Source: an optimization exercise on an open RTL-to-GDS flow (aim: small area). Production flows keep margins and buffers that such runs may drop.
RTL that was checked went through simulation tests only; none was proved equivalent to the original.
No functional check of the RTL was part of runs 2 to 4.
Power and IR drop assume default switching activity.

--- flow/design.v ---
`timescale 1ns/1ns
`timescale 1ns/1ns
module xe_host
    (
    input               a8_clk,
    output              a8_mpd_n,
    output              a8_extsel_n,
    input       [15:0]  a8_a_IN,
    input       [7:0]   a8_d_IN,
    input               a8_rst_n_IN,
    input               a8_rw_IN,
    output      [7:0]   xio_data_OUT,
    output      [7:0]   xio_data_OE,
    output              xio_host_clk,
    output              xio_host_rts,
    input               xio_host_cts,
    output              xio_box_cts,
    input               sysclk
    );
    wire rst = ~a8_rst_n_IN;
    reg [2:0] clkDetect;
    reg       clkValid;
    reg [6:0] ticks;
    wire clkEdge    = clkDetect[2] ^ clkDetect[1];
    wire clkFalling = clkDetect[2] & ~clkDetect[1];
    always @(posedge sysclk)
        if (rst) begin
            clkDetect <= 3'b0;
            clkValid  <= 1'b0;
            ticks     <= 7'b0;
        end else begin
            clkDetect <= {clkDetect[1:0], a8_clk};
            if (clkEdge)
                clkValid <= 1'b1;
            if (clkFalling & clkValid)
                ticks <= 7'b0;
            else
                ticks <= ticks + 7'b1;
        end
    wire aStrobe = (ticks == 7'd16);
    wire wStrobe = (ticks == 7'd42);
    wire [31:0] base [0:7];
    wire [7:0]  loN  [0:7];      
    wire [7:0]  hi   [0:7];
    wire cfgWrite = wStrobe & ~a8_rw_IN & (a8_a_IN[15:7] == {8'hD6, 1'b0});
    wire [7:0] wrData  = a8_d_IN & {8{a8_rst_n_IN}};
    wire [7:0] wrDataN = ~a8_d_IN | {8{rst}};
    wire [47:0] ld;
    wire [47:0] hold;
    wire [7:0]  baseQ [0:31];
    genvar g, r;
    generate
        for (g = 0; g < 8; g = g + 1) begin : ap
            for (r = 0; r < 6; r = r + 1) begin : rg
                wire sel = cfgWrite & (a8_a_IN[6:4] == g) & (a8_a_IN[3:0] == r);
                assign ld[g*6+r]   = rst | sel;
                assign hold[g*6+r] = ~(rst | sel);
            end
            CfgByte b3 (.clk(sysclk), .ld(ld[g*6+0]), .hold(hold[g*6+0]), .d(wrData),  .q(baseQ[g*4+3]));
            CfgByte b2 (.clk(sysclk), .ld(ld[g*6+1]), .hold(hold[g*6+1]), .d(wrData),  .q(baseQ[g*4+2]));
            CfgByte b1 (.clk(sysclk), .ld(ld[g*6+2]), .hold(hold[g*6+2]), .d(wrData),  .q(baseQ[g*4+1]));
            CfgByte b0 (.clk(sysclk), .ld(ld[g*6+3]), .hold(hold[g*6+3]), .d(wrData),  .q(baseQ[g*4+0]));
            CfgByte bl (.clk(sysclk), .ld(ld[g*6+4]), .hold(hold[g*6+4]), .d(wrDataN), .q(loN[g]));
            CfgByte bh (.clk(sysclk), .ld(ld[g*6+5]), .hold(hold[g*6+5]), .d(wrData),  .q(hi[g]));
            assign base[g] = {baseQ[g*4+3], baseQ[g*4+2], baseQ[g*4+1], baseQ[g*4+0]};
        end
    endgenerate
    function le8;
        input [7:0] an;
        input [7:0] b;
        integer k;
        begin
            le8 = 1'b1;
            for (k = 0; k < 8; k = k + 1)
                le8 = (an[k] & b[k]) | ((an[k] | b[k]) & le8);
        end
    endfunction
    wire [7:0] page = a8_a_IN[15:8];
    reg  [7:0] hit;
    reg  [2:0] win;
    integer m;
    always @* begin
        win = 3'd0;
        for (m = 0; m < 8; m = m + 1) begin
            hit[m] = le8(loN[m], page) & le8(~page, hi[m]);
            if (hit[m])
                win = m;
        end
    end
    wire anyHit = aStrobe & (|hit);
    reg       acc;       
    reg       rise;      
    reg [2:0] sel;       
    always @(posedge sysclk) begin
        sel <= win;
        if (rst) begin
            acc  <= 1'b0;
            rise <= 1'b0;
        end else begin
            rise <= anyHit & ~acc;
            if (anyHit)
                acc <= 1'b1;
            else if (clkFalling)
                acc <= 1'b0;
        end
    end
    wire sdramRead = a8_rw_IN & acc;
    assign a8_mpd_n    = ~sdramRead;
    assign a8_extsel_n = ~sdramRead;
    assign xio_box_cts = 1'b0;
    reg [3:0]  st;
    reg [31:0] xioData;      
    reg        xioCarry;     
    reg [7:0]  wData;
    reg        wEn;
    reg        wRts;
    reg        wClk;
    wire [31:0] selBase = base[sel];
    wire [8:0]  lowSum  = {1'b0, selBase[7:0]} + {1'b0, a8_a_IN[7:0]};
    always @(posedge sysclk)
        if (rise) begin
            xioData  <= {selBase[31:8], lowSum[7:0]};
            xioCarry <= lowSum[8];
        end
    wire b1Full = &xioData[15:8];
    wire b2Full = &xioData[23:16];
    reg [7:0] byteSel;
    reg       byteInc;
    always @*
        case (st[2:1])
            2'b10:   begin byteSel = xioData[31:24]; byteInc = xioCarry & b1Full & b2Full; end
            2'b11:   begin byteSel = xioData[23:16]; byteInc = xioCarry & b1Full; end
            2'b00:   begin byteSel = xioData[15:8];  byteInc = xioCarry; end
            default: begin byteSel = xioData[7:0];   byteInc = 1'b0; end
        endcase
    always @(posedge sysclk)
        if (rst) begin
            st    <= 4'd15;
            wData <= 8'b0;
            wEn   <= 1'b0;
            wRts  <= 1'b0;
            wClk  <= 1'b0;
        end else begin
            if (rise)
                st <= 4'd0;
            else if (st[3:1] == 3'b111 || (st == 4'd2 && !xio_host_cts))
                st <= st;
            else
                st <= st + 4'd1;
            if (st == 4'd1)
                wRts <= 1'b1;
            if (st == 4'd2 && xio_host_cts)
                wEn <= 1'b1;
            if (st == 4'd13) begin
                wRts <= 1'b0;
                wEn  <= 1'b0;
            end
            if (st >= 4'd3 && st <= 4'd12) begin
                wClk <= st[0];
                if (st == 4'd3)
                    wData <= 8'h01;
                else if (st[0])
                    wData <= byteSel + {7'b0, byteInc};
            end
        end
    assign xio_data_OUT = wData;
    assign xio_data_OE  = {8{wEn}};
    assign xio_host_clk = wClk;
    assign xio_host_rts = wRts;
endmodule
module CfgByte
    (
    input               clk,
    input               ld,
    input               hold,
    input       [7:0]   d,
    output      [7:0]   q
    );
    genvar i;
    generate
        for (i = 0; i < 8; i = i + 1) begin : bit_
            CfgBit b (.clk(clk), .ld(ld), .hold(hold), .d(d[i]), .q(q[i]));
        end
    endgenerate
endmodule
module CfgBit
    (
    input               clk,
    input               ld,
    input               hold,
    input               d,
    output reg          q
    );
    always @(posedge clk)
        q <= (q & hold) | (d & ld);
endmodule
--- flow/run.sh ---
#!/bin/bash
# synth_recipe.tcl (not shown) runs the flow's synth.tcl, then flattens the netlist and writes it again
# the make line also repeats each setting of config.mk as NAME=value (left out here)
make -C /OpenROAD-flow-scripts/flow DESIGN_CONFIG=/design/flow/config.mk WORK_HOME=/design/flow/orfs CLKGATE_MAP_FILE= SYNTH_SCRIPT=/design/flow/synth_recipe.tcl finish
--- flow/config.mk ---
export PLATFORM = sky130hd
export DESIGN_NAME = xe_host
export DESIGN_NICKNAME = xe_host
export VERILOG_FILES = /design/flow/design.v
export SDC_FILE = /design/flow/constraint.sdc
export NUM_CORES = 4
export LEC_CHECK = 0
export CAP_MARGIN = 20
export CORE_MARGIN = 2
export CORE_UTILIZATION = 65
export CTS_BUF_LIST = sky130_fd_sc_hd__clkbuf_4
export SLEW_MARGIN = 20
export SYNTH_HIERARCHICAL = 1
export SYNTH_MINIMUM_KEEP_SIZE = 0
--- flow/constraint.sdc ---
create_clock -name core_clock -period 10.0 [get_ports {sysclk}]
set_input_delay 2.0000 -clock core_clock [delete_from_list [all_inputs] [get_ports {sysclk}]]
set_output_delay 2.0000 -clock core_clock [all_outputs]
set_load 0.01 [all_outputs]
==> flow_metrics.tcl, run 1 <==
set metrics [dict create \
    status "finished clean" \
    vias_per_cell 6.70 \
    overflow 0 \
    num_vias 15542 \
    hold_slack_ps 443 \
    num_rows 61 \
    pre_cts_slack_ps 3770 \
    place_hpwl_um 33800 \
    clk_pin_slew_ps 60 \
    wl_per_cell_um 23.0 \
    first_pass_iters 6 \
    worst_pin_slew_ps 1130 \
    seq_area_frac_synth_pct 50.4 \
    fin_cells 2320 \
    finalPower_mw 4.63 \
    fmax_mhz 175 \
    cts_sinks 448 \
    ys_types 69 \
    synth_edf_count 33 \
    drv_cap 0 \
    setup_slack_ps 4290 \
    leakage_nw 8.53 \
    die_x_um 172 \
    grt_pass1_vias 14642 \
    fp.dieArea_sq_um 29700 \
    ios 50 \
    min_path_cells 1 \
    r2r_cells 15 \
    critPathMaxFanout 12 \
    dp.cells 2119 \
    critPathKind "input pin to flop" \
    fin_crit_sh_pct 57.1 \
    drtIter0Drc 1802 \
    grt_max_degree 80 \
    cts_resized 0 \
    fin_skew_ps 73.3 \
    chipHeight_um 172 \
    port_buffers 48 \
    max-slew-margin-rel_pct 23.8 \
    start_util_pct 66.2 \
    setup_violations 0 \
    fin_tns_setup_ps 0 \
    synth-main-ff-cell "dfxtp_1" \
    place_area_sq_um 19400 \
    cts_max_level 3 \
    synth.most_common_cell "dfxtp_1" \
    hold_violations 0 \
    drive_gt1_share_pct 14.4 \
    netlist.area_leader.share_pct 45.0 \
    power_density_nw_per_um2 222 \
    fin_area_sq_um 20800 \
    cts-buffers-inserted 107 \
    worstSetupStartpointType "input pin" \
    fin_crit_ps 5710 \
    antenna_found_initial 2 \
    synthCells 1720 \
    clk_path_buf_depth 3 \
    cts_tree "yes" \
    synthTopCellsByArea "dfxtp_1 45%, a22o_1 18%, edfxtp_1 5.4%" \
    core-area_sq_um 27900 \
    syn-mean-instance-area_sq_um 10.7 \
    utilization_pct 74.8 \
    rsz0062_at_grt "false" \
    cts_setup_buffers 0 \
    crit_path_end_kind "flop" \
    cp.required_ps 10590 \
    layout.nets 1899 \
    route.detailed.drc 0 \
    root_buffer "clkbuf_4" \
    arrival_ps 6300 \
    globalplace.congestion 0.914 \
    grt_pass1_wl_um 82100 \
    cts-hold-fix-buffers 0 \
    ir_drop_mv 0.131 \
    syn-num-nets 1768 \
    hold_class "flop to flop" \
    wl_um 53300 \
    synth_commonest_cells "415 x dfxtp_1, 389 x a22o_1, 125 x o21ai_0, 90 x inv_1, 76 x nand2_1" \
    r2r_start "sel[2]" \
    hold_path_startpoint "clkDetect[0]" \
    postSynth.asyncResetShare_pct 0 \
    crit_start "a8_a_IN[9]" \
    synth_warnings 8 \
    synth_top_area_cell "dfxtp_1" \
    insertion_delay_ps 770 \
    gr-usage-all-layers_pct 36.1 \
    ant_nets 0 \
    maxSlewViolCount 0 \
    syn2layout_area_growth_pct 13.0 \
    ys_ff_latch 448 \
    syn_area_sq_um 18400 \
]
## modules after synthesis, one instance, submodules excluded, excerpt
module	copies in the design	cell area [sq um]	cells inside
CfgBit	384	28.8	2
xe_host	1	7390	952
## report_power, final
part	switching [mW]	total, mW	internal (mW)
Clock	0.733	1.51	0.779
Sequential	0.119	2.10	1.98
Combinational	0.585	1.02	0.434
Total	1.44	4.63	3.19
## layer usage
| layer | part of all wire (%) | global-route usage, % | routed length [um] |
|---|---|---|---|
| met3 | 9.7 | 6.94 | 5180 |
| met2 | 45 | 55.4 | 23900 |
| met4 | 3.8 | 17.6 | 2030 |
| met1 | 42 | 49.1 | 22200 |
| met5 | 0.024 | 0 | 13 |
## final cells by class
type | count | area, sq um
Sequential cell | 448 | 9300
Multi-Input combinational cell | 1105 | 8470
Fill cell | 2068 | 7020
Clock buffer | 158 | 1190
Timing Repair Buffer | 95 | 826
Tap cell | 378 | 473
Inverter | 94 | 353
Clock inverter | 40 | 218
Antenna cell | 2 | 5.00
## sequential cells by signal, summed over array words and instances (netlist names)
name,cells
ap.bh.bit_.b.q,64
acc,1
ap.b2.bit_.b.q,64
wEn,1
ticks,7
wData,8
wClk,1
ap.b0.bit_.b.q,64
st,4
clkValid,1
ap.b3.bit_.b.q,64
xioCarry,1
ap.bl.bit_.b.q,64
wRts,1
ap.b1.bit_.b.q,64
xioData,32
rise,1
sel,3
clkDetect,3
## worst max-delay path, cell delays in order
cell and delay (ps):
clkdlybuf4s50_1 860, inv_2 270, nor4_1 330, nand4_1 170
nor3_1 450, nand3_1 510, o21ai_0 1010, inv_1 370
a22o_1 310
## cells by family (layout without fill, tap and decap cells)
group | count (synthesis) | in the layout | synth area share [%]
fa+ha+maj | 39 | 39 | 2.45
mux | 65 | 65 | 5.57
xor+xnor | 16 | 16 | 0.760
compound gates | 746 | 746 | 31.0
simple gates | 238 | 238 | 6.13
other cells | 1 | 3 | 0.0203
flops | 448 | 448 | 50.4
buf+inv | 167 | 387 | 3.65
## placed cells by master (no fill, tap or decap), drive strengths merged, types with 6 or more instances in the layout
master,netlist,layout
a211oi,8,8
a21oi,54,54
a221o,6,6
a221oi,19,19
a22o,389,389
a22oi,31,31
a2bb2oi,6,6
a31oi,8,8
buf,29,48
clkbuf,44,158
clkdlybuf4s50,0,47
clkinv,2,37
dfxtp,415,415
edfxtp,33,33
ha,18,18
inv,92,95
maj3,20,20
mux2,21,21
mux2i,16,16
mux4,28,28
nand2,76,76
nand2b,19,19
nand3,23,23
nand3b,6,6
nand4,7,7
nor2,55,55
nor2b,15,15
nor3,16,16
o2111ai,6,6
o211ai,10,10
o21a,11,11
o21ai,127,127
o22ai,24,24
o31ai,7,7
xnor2,11,11
## final timing paths
path                          end  slack, ps
max          ap[3].b3.bit_[6].b.q       4290
min                  clkDetect[1]        440
max reg2reg              xioCarry       5680
min reg2reg          clkDetect[1]        440
==> inputs of run 2 (changes only) <==
==> flow/design.v (replaced) <==
`timescale 1ns/1ns
`timescale 1ns/1ns
module xe_host
    (
    input               a8_clk,
    output              a8_mpd_n,
    output              a8_extsel_n,
    input       [15:0]  a8_a_IN,
    input       [7:0]   a8_d_IN,
    input               a8_rst_n_IN,
    input               a8_rw_IN,
    output      [7:0]   xio_data_OUT,
    output      [7:0]   xio_data_OE,
    output              xio_host_clk,
    output              xio_host_rts,
    input               xio_host_cts,
    output              xio_box_cts,
    input               sysclk
    );
    wire rst = ~a8_rst_n_IN;
    reg [2:0] clkDetect;
    reg       clkValid;
    reg [6:0] ticks;
    wire clkEdge    = clkDetect[2] ^ clkDetect[1];
    wire clkFalling = clkDetect[2] & ~clkDetect[1];
    always @(posedge sysclk)
        if (rst) begin
            clkDetect <= 3'b0;
            clkValid  <= 1'b0;
            ticks     <= 7'b0;
        end else begin
            clkDetect <= {clkDetect[1:0], a8_clk};
            if (clkEdge)
                clkValid <= 1'b1;
            if (clkFalling & clkValid)
                ticks <= 7'b0;
            else
                ticks <= ticks + 7'b1;
        end
    wire aStrobe = (ticks == 7'd16);
    wire wStrobe = (ticks == 7'd42);
    reg [31:0] base [0:7];
    reg [7:0]  lo   [0:7];
    reg [7:0]  hi   [0:7];
    wire cfgWrite = wStrobe & ~a8_rw_IN & (a8_a_IN[15:7] == {8'hD6, 1'b0});
    integer j;
    always @(posedge sysclk)
        for (j = 0; j < 8; j = j + 1)
            if (rst) begin
                base[j] <= 32'b0;
                lo[j]   <= 8'b0;
                hi[j]   <= 8'b0;
            end else if (cfgWrite && a8_a_IN[6:4] == j) begin
                case (a8_a_IN[3:0])
                    4'h0: base[j][31:24] <= a8_d_IN;
                    4'h1: base[j][23:16] <= a8_d_IN;
                    4'h2: base[j][15:8]  <= a8_d_IN;
                    4'h3: base[j][7:0]   <= a8_d_IN;
                    4'h4: lo[j]          <= a8_d_IN;
                    4'h5: hi[j]          <= a8_d_IN;
                    default: ;
                endcase
            end
    wire [7:0] page = a8_a_IN[15:8];
    reg  [7:0] hit;
    reg  [2:0] win;
    integer m;
    always @* begin
        win = 3'd0;
        for (m = 0; m < 8; m = m + 1) begin
            hit[m] = (lo[m] <= page) & (page <= hi[m]);
            if (hit[m])
                win = m;
        end
    end
    wire anyHit = aStrobe & (|hit);
    reg       acc;       
    reg       rise;      
    reg [2:0] sel;       
    always @(posedge sysclk) begin
        sel <= win;
        if (rst) begin
            acc  <= 1'b0;
            rise <= 1'b0;
        end else begin
            rise <= anyHit & ~acc;
            if (anyHit)
                acc <= 1'b1;
            else if (clkFalling)
                acc <= 1'b0;
        end
    end
    wire sdramRead = a8_rw_IN & acc;
    assign a8_mpd_n    = ~sdramRead;
    assign a8_extsel_n = ~sdramRead;
    assign xio_box_cts = 1'b0;
    reg [3:0]  st;
    reg [31:0] xioData;
    reg [7:0]  wData;
    reg        wEn;
    reg        wRts;
    reg        wClk;
    always @(posedge sysclk)
        if (rise)
            xioData <= base[sel] + {24'b0, a8_a_IN[7:0]};
    reg [7:0] byteSel;
    always @*
        case (st[2:1])
            2'b10:   byteSel = xioData[31:24];
            2'b11:   byteSel = xioData[23:16];
            2'b00:   byteSel = xioData[15:8];
            default: byteSel = xioData[7:0];
        endcase
    always @(posedge sysclk)
        if (rst) begin
            st    <= 4'd15;
            wData <= 8'b0;
            wEn   <= 1'b0;
            wRts  <= 1'b0;
            wClk  <= 1'b0;
        end else begin
            if (rise)
                st <= 4'd0;
            else if (st[3:1] == 3'b111 || (st == 4'd2 && !xio_host_cts))
                st <= st;
            else
                st <= st + 4'd1;
            if (st == 4'd1)
                wRts <= 1'b1;
            if (st == 4'd2 && xio_host_cts)
                wEn <= 1'b1;
            if (st == 4'd13) begin
                wRts <= 1'b0;
                wEn  <= 1'b0;
            end
            if (st >= 4'd3 && st <= 4'd12) begin
                wClk <= st[0];
                if (st == 4'd3)
                    wData <= 8'h01;
                else if (st[0])
                    wData <= byteSel;
            end
        end
    assign xio_data_OUT = wData;
    assign xio_data_OE  = {8{wEn}};
    assign xio_host_clk = wClk;
    assign xio_host_rts = wRts;
endmodule
==> flow/config.mk (replaced) <==
export PLATFORM = sky130hd
export DESIGN_NAME = xe_host
export DESIGN_NICKNAME = xe_host
export VERILOG_FILES = /design/flow/design.v
export SDC_FILE = /design/flow/constraint.sdc
export NUM_CORES = 4
export LEC_CHECK = 0
export CAP_MARGIN = 20
export CORE_MARGIN = 2
export CORE_UTILIZATION = 40
export SLEW_MARGIN = 20
==> flow_metrics.tcl, run 2 <==
set metrics [dict create \
    status "finished clean" \
    max-slew-margin-rel_pct 25.3 \
    clk_path_buf_depth 3 \
    fin_area_sq_um 25600 \
    num_vias 16301 \
    worst_pin_slew_ps 1110 \
    hold_class "flop to flop" \
    seq_power_share_pct 45.2 \
    clk_pin_slew_ps 60 \
    setup_slack_ps 4690 \
    ios 50 \
    crit_path_end_kind "flop" \
    num-fill-cells 5318 \
    place_area_sq_um 24100 \
    num_rows 88 \
    setup_violations 0 \
    worstSetupStartpointType "flop" \
    overflow 0 \
    vias_per_cell 5.30 \
    ys_types 81 \
    netlist.area_leader.share_pct 35.9 \
    synthTopCellsByArea "dfxtp_1 36%, mux2i_1 18%, nor2b_1 11%" \
    crit_chain "clkinv_1, a221oi_1, nor2_1, o22a_1, ha_1, a21oi_1, o21ai_0, o31ai_1, a21oi_1, nand4_2, nand3b_4, nand2b_1, xnor2_1" \
    crit_start "sel[1]" \
    layout.nets 2450 \
    route.detailed.drc 0 \
    synthCells 2290 \
    min_path_cells 1 \
    r2r_cells 13 \
    first_pass_iters 5 \
    grt_pass1_vias 16184 \
    syn2layout_area_growth_pct 10.8 \
    power_frac_clock_pct 42.7 \
    cts_max_level 2 \
    start_util_pct 40.3 \
    rsz0062_at_grt "false" \
    drv_cap 0 \
    critPathMaxFanout 25 \
    cts_sinks 447 \
    drtIter0Drc 972 \
    hold_violations 0 \
    p_int_mw 3.03 \
    insertion_delay_ps 590 \
    chipHeight_um 244 \
    pre_cts_slack_ps 4600 \
    wl_per_cell_um 20.3 \
    synth.most_common_cell "mux2i_1" \
    core-area_sq_um 57400 \
    grt_pass1_wl_um 96700 \
    synth_edf_count 32 \
    leakage_nw 10.0 \
    drive_gt1_share_pct 8.22 \
    postSynth.asyncResetShare_pct 0 \
    top_regs "base x256, hi x64, lo x64" \
    power.share.combinational_pct 12.2 \
    fmax_mhz 188 \
    final_common_cell "mux2i_1" \
    whs_endpoint "clkDetect[1]" \
    syn-num-nets 2464 \
    power_density_nw_per_um2 161 \
    synth_warnings 4 \
    antenna_cells 0 \
    regMostFlops "base" \
    wl_um 62500 \
    maxSlewViolCount 0 \
    largest_reg_flops 256 \
    seq_area_frac_synth_pct 40.1 \
    cts_resized 0 \
    r2r_start "sel[1]" \
    r2r_end "xioData[29]" \
    worst_path_max_delay_cell "clkinv_1" \
    synth-main-ff-cell "dfxtp_1" \
    place_hpwl_um 38400 \
    gr-usage-all-layers_pct 20.8 \
    hold_path_startpoint "clkDetect[0]" \
    globalplace.congestion 0.835 \
    hold_slack_ps 440 \
    cts-buffers-inserted 48 \
    critPathKind "flop to flop" \
    arrival_ps 5670 \
    die_x_um 244 \
    power_switching_mw 1.08 \
    synth_top_area_cell "dfxtp_1" \
    cts-hold-fix-buffers 0 \
    fin_crit_sh_pct 53.1 \
    ant_nets 0 \
    fp.dieArea_sq_um 59700 \
    root_buffer "clkbuf_16" \
    syn_area_sq_um 23100 \
    port_buffers 48 \
    ys_ff_latch 447 \
    cp_slowest_stage_delay_ps 960 \
    fin_tns_setup_ps 0 \
    crit_family "compound AO/OA/AOI/OAI gates" \
    switching_share_pct 26.3 \
    cp.required_ps 10360 \
    syn-mean-instance-area_sq_um 10.1 \
    cts_tree "yes" \
    layout_common_cells "427 x mux2i_1, 419 x nor2b_1, 412 x dfxtp_1" \
    ir_drop_mv 0.130 \
    cpMostUsedCell "a21oi_1" \
    regToRegSetupSlack_ps 4690 \
    critPathBufInv 1 \
    grt_max_degree 148 \
    synth_commonest_cells "427 x mux2i_1, 420 x nor2b_1, 415 x dfxtp_1, 144 x ha_1, 99 x clkbuf_1" \
    cts_setup_buffers 0 \
    antenna_found_initial 1 \
    fin_crit_ps 5310 \
    fin_skew_ps 17.1 \
]
## run 2: changes by cell type after synthesis, moves of 14 or more
cell      before  now
o21ai_0      125   52
nand2_1       76   90
nand4_1        7   34
maj3_1        15    0
ha_1          18  144
clkbuf_1      44   99
a21oi_1       54   72
a22o_1       389    5
nor2_2         0   19
mux2i_1       16  427
a22oi_1       31   12
nor2b_1       15  420
## run 2: cell families after synthesis
| kind of cell | Yosys count | share of synthesized area [%] |
|---|---|---|
| buffers and inverters | 229 | 4.28 |
| multiplexers | 456 | 20.7 |
| adder cells (fa/ha/maj) | 145 | 7.88 |
| flip-flops | 447 | 40.1 |
| other | 1 | 0.0162 |
| AND/OR/NAND/NOR | 713 | 18.2 |
| XOR/XNOR | 36 | 1.36 |
| AO/OA/AOI/OAI | 263 | 7.45 |
## run 2: per-stage QoR
step	total power, mW	utilization [%]	instances
global route	4.27	44.6	3077
global placement	2.39	41.9	2991
CTS	4.16	44.6	3077
detailed placement	2.40	41.9	2991
finish	4.12	44.6	3077
floorplan	2.23	-	2290
## run 2: worst max-delay path by stage
stage	to	cells after the start
final	xioData[29]	13
after global routing	xioData[29]	13
after floorplan	a8_mpd_n	2
after detailed placement	hi[7][3]	9
after CTS	xioData[29]	13
after global placement	acc	11
## run 2: layout make-up
type	count	area [sq um]	area share (%)
repair buffers	72	628	2.45
multi-input cells	1614	12900	50.2
clock inverters	13	96.3	0.376
flip-flops and latches	447	9270	36.2
well taps	765	957	3.74
inverters	93	349	1.36
clock buffers	73	1450	5.65
## run 2: power by group through the flow
stage	logic (mW)	clock network (mW)	registers (mW)
after floorplan	0.347	0	1.88
after global placement	0.492	0	1.90
after detailed placement	0.497	0	1.90
after CTS	0.499	1.80	1.86
after global routing	0.539	1.86	1.86
final	0.501	1.76	1.86
## run 2: per-layer routing
metal | GRT usage [%] | vias to the layer above | share of wire [%]
met4 | 5.22 | 2 | 2.0
met5 | 0 | - | 0.021
met1 | 28.5 | 7995 | 49
met3 | 2.75 | 85 | 3.5
met2 | 34.7 | 289 | 46
li1 | - | 7930 | -
==> inputs of run 3 (changes only) <==
--- a/flow/design.v
+++ b/flow/design.v
@@ -43,24 +43,34 @@
     reg [7:0]  lo   [0:7];
     reg [7:0]  hi   [0:7];
     wire cfgWrite = wStrobe & ~a8_rw_IN & (a8_a_IN[15:7] == {8'hD6, 1'b0});
+    wire [7:0] wrData = a8_d_IN & {8{a8_rst_n_IN}};
     integer j;
+    reg [5:0] ld;
     always @(posedge sysclk)
-        for (j = 0; j < 8; j = j + 1)
-            if (rst) begin
-                base[j] <= 32'b0;
-                lo[j]   <= 8'b0;
-                hi[j]   <= 8'b0;
-            end else if (cfgWrite && a8_a_IN[6:4] == j) begin
-                case (a8_a_IN[3:0])
-                    4'h0: base[j][31:24] <= a8_d_IN;
-                    4'h1: base[j][23:16] <= a8_d_IN;
-                    4'h2: base[j][15:8]  <= a8_d_IN;
-                    4'h3: base[j][7:0]   <= a8_d_IN;
-                    4'h4: lo[j]          <= a8_d_IN;
-                    4'h5: hi[j]          <= a8_d_IN;
-                    default: ;
-                endcase
-            end
+        for (j = 0; j < 8; j = j + 1) begin
+            ld[0] = rst | (cfgWrite && a8_a_IN[6:4] == j && a8_a_IN[3:0] == 4'h0);
+            ld[1] = rst | (cfgWrite && a8_a_IN[6:4] == j && a8_a_IN[3:0] == 4'h1);
+            ld[2] = rst | (cfgWrite && a8_a_IN[6:4] == j && a8_a_IN[3:0] == 4'h2);
+            ld[3] = rst | (cfgWrite && a8_a_IN[6:4] == j && a8_a_IN[3:0] == 4'h3);
+            ld[4] = rst | (cfgWrite && a8_a_IN[6:4] == j && a8_a_IN[3:0] == 4'h4);
+            ld[5] = rst | (cfgWrite && a8_a_IN[6:4] == j && a8_a_IN[3:0] == 4'h5);
+            base[j][31:24] <= (base[j][31:24] & {8{~ld[0]}}) | (wrData & {8{ld[0]}});
+            base[j][23:16] <= (base[j][23:16] & {8{~ld[1]}}) | (wrData & {8{ld[1]}});
+            base[j][15:8]  <= (base[j][15:8]  & {8{~ld[2]}}) | (wrData & {8{ld[2]}});
+            base[j][7:0]   <= (base[j][7:0]   & {8{~ld[3]}}) | (wrData & {8{ld[3]}});
+            lo[j]          <= (lo[j]          & {8{~ld[4]}}) | (wrData & {8{ld[4]}});
+            hi[j]          <= (hi[j]          & {8{~ld[5]}}) | (wrData & {8{ld[5]}});
+        end
+    function le8;
+        input [7:0] a;
+        input [7:0] b;
+        integer k;
+        begin
+            le8 = 1'b1;
+            for (k = 0; k < 8; k = k + 1)
+                le8 = (~a[k] & b[k]) | ((~a[k] | b[k]) & le8);
+        end
+    endfunction
     wire [7:0] page = a8_a_IN[15:8];
     reg  [7:0] hit;
     reg  [2:0] win;
@@ -68,7 +78,7 @@
     always @* begin
         win = 3'd0;
         for (m = 0; m < 8; m = m + 1) begin
-            hit[m] = (lo[m] <= page) & (page <= hi[m]);
+            hit[m] = le8(lo[m], page) & le8(page, hi[m]);
             if (hit[m])
                 win = m;
         end
--- a/flow/config.mk
+++ b/flow/config.mk
@@ -7,5 +7,6 @@
 export LEC_CHECK = 0
 export CAP_MARGIN = 20
 export CORE_MARGIN = 2
-export CORE_UTILIZATION = 40
+export CORE_UTILIZATION = 65
+export CTS_BUF_LIST = sky130_fd_sc_hd__clkbuf_2
 export SLEW_MARGIN = 20
==> flow_metrics.tcl, run 3 <==
set metrics [dict create \
    cts_resized 0 \
    ys_ff_latch 447 \
    cts_sinks 447 \
    clk_path_buf_depth 3 \
    drive_gt1_share_pct 18.6 \
    clk_pin_slew_ps 100 \
    fin_crit_ps 5120 \
    first_pass_iters 5 \
    finalPower_mw 4.65 \
    syn_area_sq_um 19300 \
    syn2layout_area_growth_pct 8.60 \
    cts-buffers-inserted 108 \
    ios 50 \
    cts_tree "yes" \
    hold_slack_ps 449 \
    root_buffer "clkbuf_2" \
    cts_max_level 3 \
    num_vias 12277 \
    chipHeight_um 176 \
    num_rows 63 \
    fp.dieArea_sq_um 31100 \
    die_x_um 176 \
    fin_skew_ps 102 \
    wl_per_cell_um 26.2 \
    worst_pin_slew_ps 1100 \
    fin_crit_sh_pct 51.2 \
    hold_violations 0 \
    cp.required_ps 10630 \
    cts_setup_buffers 0 \
    rsz0062_at_grt "false" \
    power.share.combinational_pct 24.2 \
    place_hpwl_um 29900 \
    synth.most_common_cell "edfxtp_1" \
    critPathMaxFanout 28 \
    p_int_mw 3.13 \
    grt_pass1_vias 11924 \
    fin_tns_setup_ps 0 \
    gr-usage-all-layers_pct 32.7 \
    synth_edf_count 416 \
    power_frac_clock_pct 25.3 \
    postSynth.asyncResetShare_pct 0 \
    drtIter0Drc 1602 \
    power_density_nw_per_um2 221 \
    synth_top_area_cell "edfxtp_1" \
    synth_commonest_cells "416 x edfxtp_1, 82 x o21ai_0, 61 x nand2_1, 58 x nor2_1, 42 x nor2b_1" \
    syn-num-nets 1366 \
    maxSlewViolCount 0 \
    drv_cap 0 \
    final_common_cell "edfxtp_1" \
    layout.nets 1469 \
    worst_path_max_delay_cell "o21ai_0" \
    wl_um 49700 \
    globalplace.congestion 0.853 \
    cts-hold-fix-buffers 0 \
    grt_max_degree 80 \
    seq_area_frac_synth_pct 67.8 \
    port_buffers 48 \
    layout_common_cells "416 x edfxtp_1, 157 x clkbuf_2, 61 x nand2_1" \
    core-area_sq_um 29500 \
    route.detailed.drc 0 \
    ys_types 89 \
    vias_per_cell 6.48 \
    critPathKind "input pin to flop" \
    arrival_ps 5750 \
    ant_nets 0 \
    worstSetupStartpointType "input pin" \
    status "finished clean" \
    start_util_pct 65.6 \
    synth_warnings 4 \
    leakage_nw 7.25 \
    hold_class "flop to flop" \
    synthCells 1320 \
    antenna_found_initial 2 \
    fmax_mhz 196 \
    cp_slowest_stage_delay_ps 1070 \
    ir_drop_mv 0.173 \
    max-slew-margin-rel_pct 25.7 \
    synth-main-ff-cell "edfxtp_1" \
    netlist.area_leader.share_pct 64.6 \
    synthTopCellsByArea "edfxtp_1 65%, dfxtp_1 3.2%, mux4_2 2.4%" \
    switching_share_pct 32.6 \
    power_switching_mw 1.52 \
    overflow 0 \
    crit_path_end_kind "flop" \
    syn-mean-instance-area_sq_um 14.6 \
    setup_violations 0 \
    grt_pass1_wl_um 73400 \
    insertion_delay_ps 1030 \
    crit_chain "clkdlybuf4s50_1, inv_2, and4_1, nand4_1, nor4_1, nand3_1, o21ai_0" \
    seq_power_share_pct 50.4 \
]
==> run 3: through the flow <==
stage	worst slack (ps)	util [%]	instance area [sq um]	instances
3_5_place_dp	3940	67.9	20000	1703
5_1_grt	4630	71.2	21000	1894
4_1_cts	4940	71.1	21000	1892
2_1_floorplan	5340	-	19300	1320
6_report	4890	71.2	21000	1894
3_3_place_gp	4020	67.9	20000	1703
==> run 3: power groups by stage <==
stage	Sequential, mW	Combinational [mW]	Clock, mW
global placement	2.38	1.10	0
floorplan	2.32	0.840	0
CTS	2.34	1.12	1.19
finish	2.34	1.13	1.18
detailed placement	2.39	1.12	0
global route	2.36	1.22	1.28
==> run 3: layer usage <==
metal  track usage (%)  up-vias  wire (um)
li1                  -     5428          -
met1              44.9     6022      19600
met2              51.7      728      23600
met3              6.87       99       5140
met4              13.3        0       1400
met5                 0        -          0
==> run 3: cell families after synthesis <==
family | Yosys count | share of synthesized area, %
and+or+nand+nor | 293 | 8.42
other | 1 | 0.0194
buffers and inverters | 117 | 3.09
muxes | 62 | 4.67
DFF | 447 | 67.8
adders and majority gates | 42 | 2.47
xor gates and xnor gates | 35 | 1.59
AOI/OAI and AO/OA | 323 | 11.9
==> run 3: path summary, 6_finish.rpt <==
| check | startpoint | to | slack [ps] | cells past startpoint |
|---|---|---|---|---|
| setup / recovery | a8_a_IN[11] | flop | 4890 | 7 |
| hold / removal | clkDetect[0] | clkDetect[1] | 450 | 1 |
| setup reg to reg | sel[1] | xioData[17] | 4890 | 15 |
| hold reg to reg | clkDetect[0] | clkDetect[1] | 450 | 1 |
==> run 3: final cells by class <==
cell class                 instances  area (sq um)
inverter                          42           158
timing repair buffer              68           628
clock buffer                     157           786
multi-input combinational        756          5640
fill                            2069          8490
clock inverter                    32           173
sequential                       447         13100
antenna                            2          5.00
tap                              390           488
==> run 3: critical path: cells and delay by family <==
kind | cells | cell delay (ps)
buffers and inverters | 2 | 1050
AOI/OAI and AO/OA | 1 | 1070
and+or+nand+nor | 4 | 1620
==> inputs of run 4 (changes only) <==
--- a/flow/config.mk
+++ b/flow/config.mk
@@ -7,6 +7,6 @@
 export LEC_CHECK = 0
 export CAP_MARGIN = 20
 export CORE_MARGIN = 2
-export CORE_UTILIZATION = 65
-export CTS_BUF_LIST = sky130_fd_sc_hd__clkbuf_2
+export CORE_UTILIZATION = 40
+export CTS_BUF_LIST = sky130_fd_sc_hd__clkbuf_4
 export SLEW_MARGIN = 20
==> flow_metrics.tcl, run 4 <==
set metrics [dict create \
    status "finished clean" \
    cts_resized 0 \
    cp.required_ps 10440 \
    maxSlewViolCount 0 \
    pre_cts_slack_ps 3830 \
    fin_tns_setup_ps 0 \
    arrival_ps 5850 \
    hold_slack_ps 439 \
    critPathBufInv 2 \
    netlist.area_leader.share_pct 64.6 \
    synth_top_area_cell "edfxtp_1" \
    ys_types 89 \
    setup_violations 0 \
    wl_um 51100 \
    fp.dieArea_sq_um 50100 \
    route.detailed.drc 0 \
    hold_violations 0 \
    die_x_um 224 \
    worst_pin_slew_ps 1100 \
    synth_warnings 4 \
    synth-main-ff-cell "edfxtp_1" \
    dp.cells 1933 \
    max-slew-margin-rel_pct 26.1 \
    hold_class "flop to flop" \
    fin_skew_ps 49.4 \
    ys_ff_latch 447 \
    syn2layout_area_growth_pct 12.7 \
    crit_family "simple AND/OR/NAND/NOR gates" \
    leakage_nw 7.38 \
    layout_common_cells "416 x edfxtp_1, 145 x clkbuf_4, 61 x nand2_1" \
    layout.nets 1477 \
    ant_nets 0 \
    crit_chain "clkdlybuf4s50_1, inv_2, and4_1, nand4_1, nor4_1, nand2_1, o21ai_0" \
    cts_tree "yes" \
    postSynth.asyncResetShare_pct 0 \
    port_buffers 48 \
    critPathKind "input pin to flop" \
    start_util_pct 40.5 \
    place_hpwl_um 30300 \
    cts_sinks 447 \
    rsz0062_at_grt "false" \
    globalplace.congestion 0.821 \
    wl_per_cell_um 24.0 \
    power_density_nw_per_um2 230 \
    syn-num-nets 1366 \
    synth.most_common_cell "edfxtp_1" \
    drtIter0Drc 1295 \
    num_rows 80 \
    root_buffer "clkbuf_4" \
    crit_path_end_kind "flop" \
    drv_cap 0 \
    cts-hold-fix-buffers 0 \
    synth_edf_count 416 \
    fmax_mhz 185 \
    fin_crit_ps 5410 \
    cp_slowest_stage_delay_ps 970 \
    vias_per_cell 5.73 \
    worst_path_max_delay_cell "o21ai_0" \
    clk_pin_slew_ps 60 \
    fin_crit_sh_pct 54.1 \
    worstSetupStartpointType "input pin" \
    cts_max_level 3 \
    cts-buffers-inserted 110 \
    overflow 0 \
    final_common_cell "edfxtp_1" \
    place_area_sq_um 20300 \
    chipHeight_um 224 \
    seq_area_frac_synth_pct 67.8 \
    drive_gt1_share_pct 18.5 \
    fin_area_sq_um 21800 \
    grt_max_degree 80 \
    gr-usage-all-layers_pct 20.5 \
    cts_setup_buffers 0 \
    synth_commonest_cells "416 x edfxtp_1, 82 x o21ai_0, 61 x nand2_1, 58 x nor2_1, 42 x nor2b_1" \
    ir_drop_mv 0.0902 \
    grt_pass1_vias 12114 \
    critPathMaxFanout 21 \
    ios 50 \
    antenna_found_initial 1 \
    core-area_sq_um 47700 \
    insertion_delay_ps 860 \
    num_vias 12216 \
    syn_area_sq_um 19300 \
    clk_path_buf_depth 3 \
    grt_pass1_wl_um 75400 \
    first_pass_iters 8 \
    synthTopCellsByArea "edfxtp_1 65%, dfxtp_1 3.2%, mux4_2 2.4%" \
    syn-mean-instance-area_sq_um 14.6 \
    setup_slack_ps 4590 \
    synthCells 1320 \
    fin_cells 2131 \
]
[run 4: cell count changes in the layout (fill, tap and decap cells not counted), sizes merged]
cell | before | now
bufinv | 1 | 5
inv | 43 | 41
diode | 2 | 1
buf | 21 | 27
clkinvlp | 2 | 3
clkinv | 28 | 44
clkbuf | 157 | 145
[run 4: logic make-up after synthesis]
kind of cell,count (synthesis),share of synthesized area (%)
flops,447,67.8
xor+xnor,35,1.59
fa+ha+maj,42,2.47
simple gates,293,8.42
mux,62,4.67
other cells,1,0.0194
compound gates,323,11.9
buf+inv,117,3.09
[run 4: worst paths after layout]
check | startpoint | endpoint | slack (ps) | depth (start not counted)
min reg2reg | clkDetect[0] | clkDetect[1] | 440 | 1
max | a8_a_IN[13] | flop | 4590 | 7
max reg2reg | sel[1] | xioData[28] | 5280 | 17
min | clkDetect[0] | clkDetect[1] | 440 | 1
[run 4: report_power, final]
part           total (mW)  internal, mW  switching [mW]
logic                1.13         0.444           0.686
clock network        1.55         0.808           0.739
registers            2.34          2.24          0.0990
total                5.02          3.49            1.52
[run 4: layer usage]
metal	GRT usage, %	wire (um)
met2	33.0	24300
met1	27.3	21200
met3	4.51	4580
met4	7.53	1060
met5	0	0
[run 4: layout make-up]
cell class                 count  area (sq um)
multi-input combinational    756          5630
antenna                        1          2.50
clock buffer                 145          1090
tap                          615           769
inverter                      42           158
fill                        4213         26000
timing repair buffer          74           668
clock inverter                51           347
sequential                   447         13100
[run 4: metrics by stage]
| step | total power, mW | util, % |
|---|---|---|
| 6_report | 5.02 | 45.6 |
| 3_5_place_dp | 3.50 | 42.6 |
| 2_1_floorplan | 3.16 | - |
| 4_1_cts | 5.05 | 45.6 |
| 5_1_grt | 5.26 | 45.6 |
| 3_3_place_gp | 3.49 | 42.6 |

==> static timing again, ports no longer ideal <==
The flow's constraints put no driver on any port. The routed layouts listed below were extracted and timed again, unchanged, in two steps.
Step 1 assumes that a clkbuf_16 drives the clock port and a buf_2 every other input.
Step 2 adds t to the input delays and takes it off the output delays; t is the mean of the earliest and latest rising clock arrival at the registers after step 1. Input paths then give back, and output paths get back, about the clock's delay inside the block.
Three values: ideal, step 1, step 2; two values: the first two.
| run | t, ns | setup slack, ns | clock arrival spread, ns |
|---|---|---|---|
| run 1 | 0.780 | 4.292 / 4.317 / 3.536 | 0.076 / 0.075 |
| run 2 | 0.637 | 4.690 / 4.690 / 4.483 | 0.017 / 0.017 |
| run 3 | 1.026 | 4.885 / 4.892 / 3.876 | 0.107 / 0.107 |
| run 4 | 0.879 | 4.589 / 4.616 / 3.736 | 0.050 / 0.049 |
After both steps setup and hold are still met in every run listed. The setup slack of run 3, which loses most, moves by +0.007 ns with the drivers and by -1.009 ns with both steps.
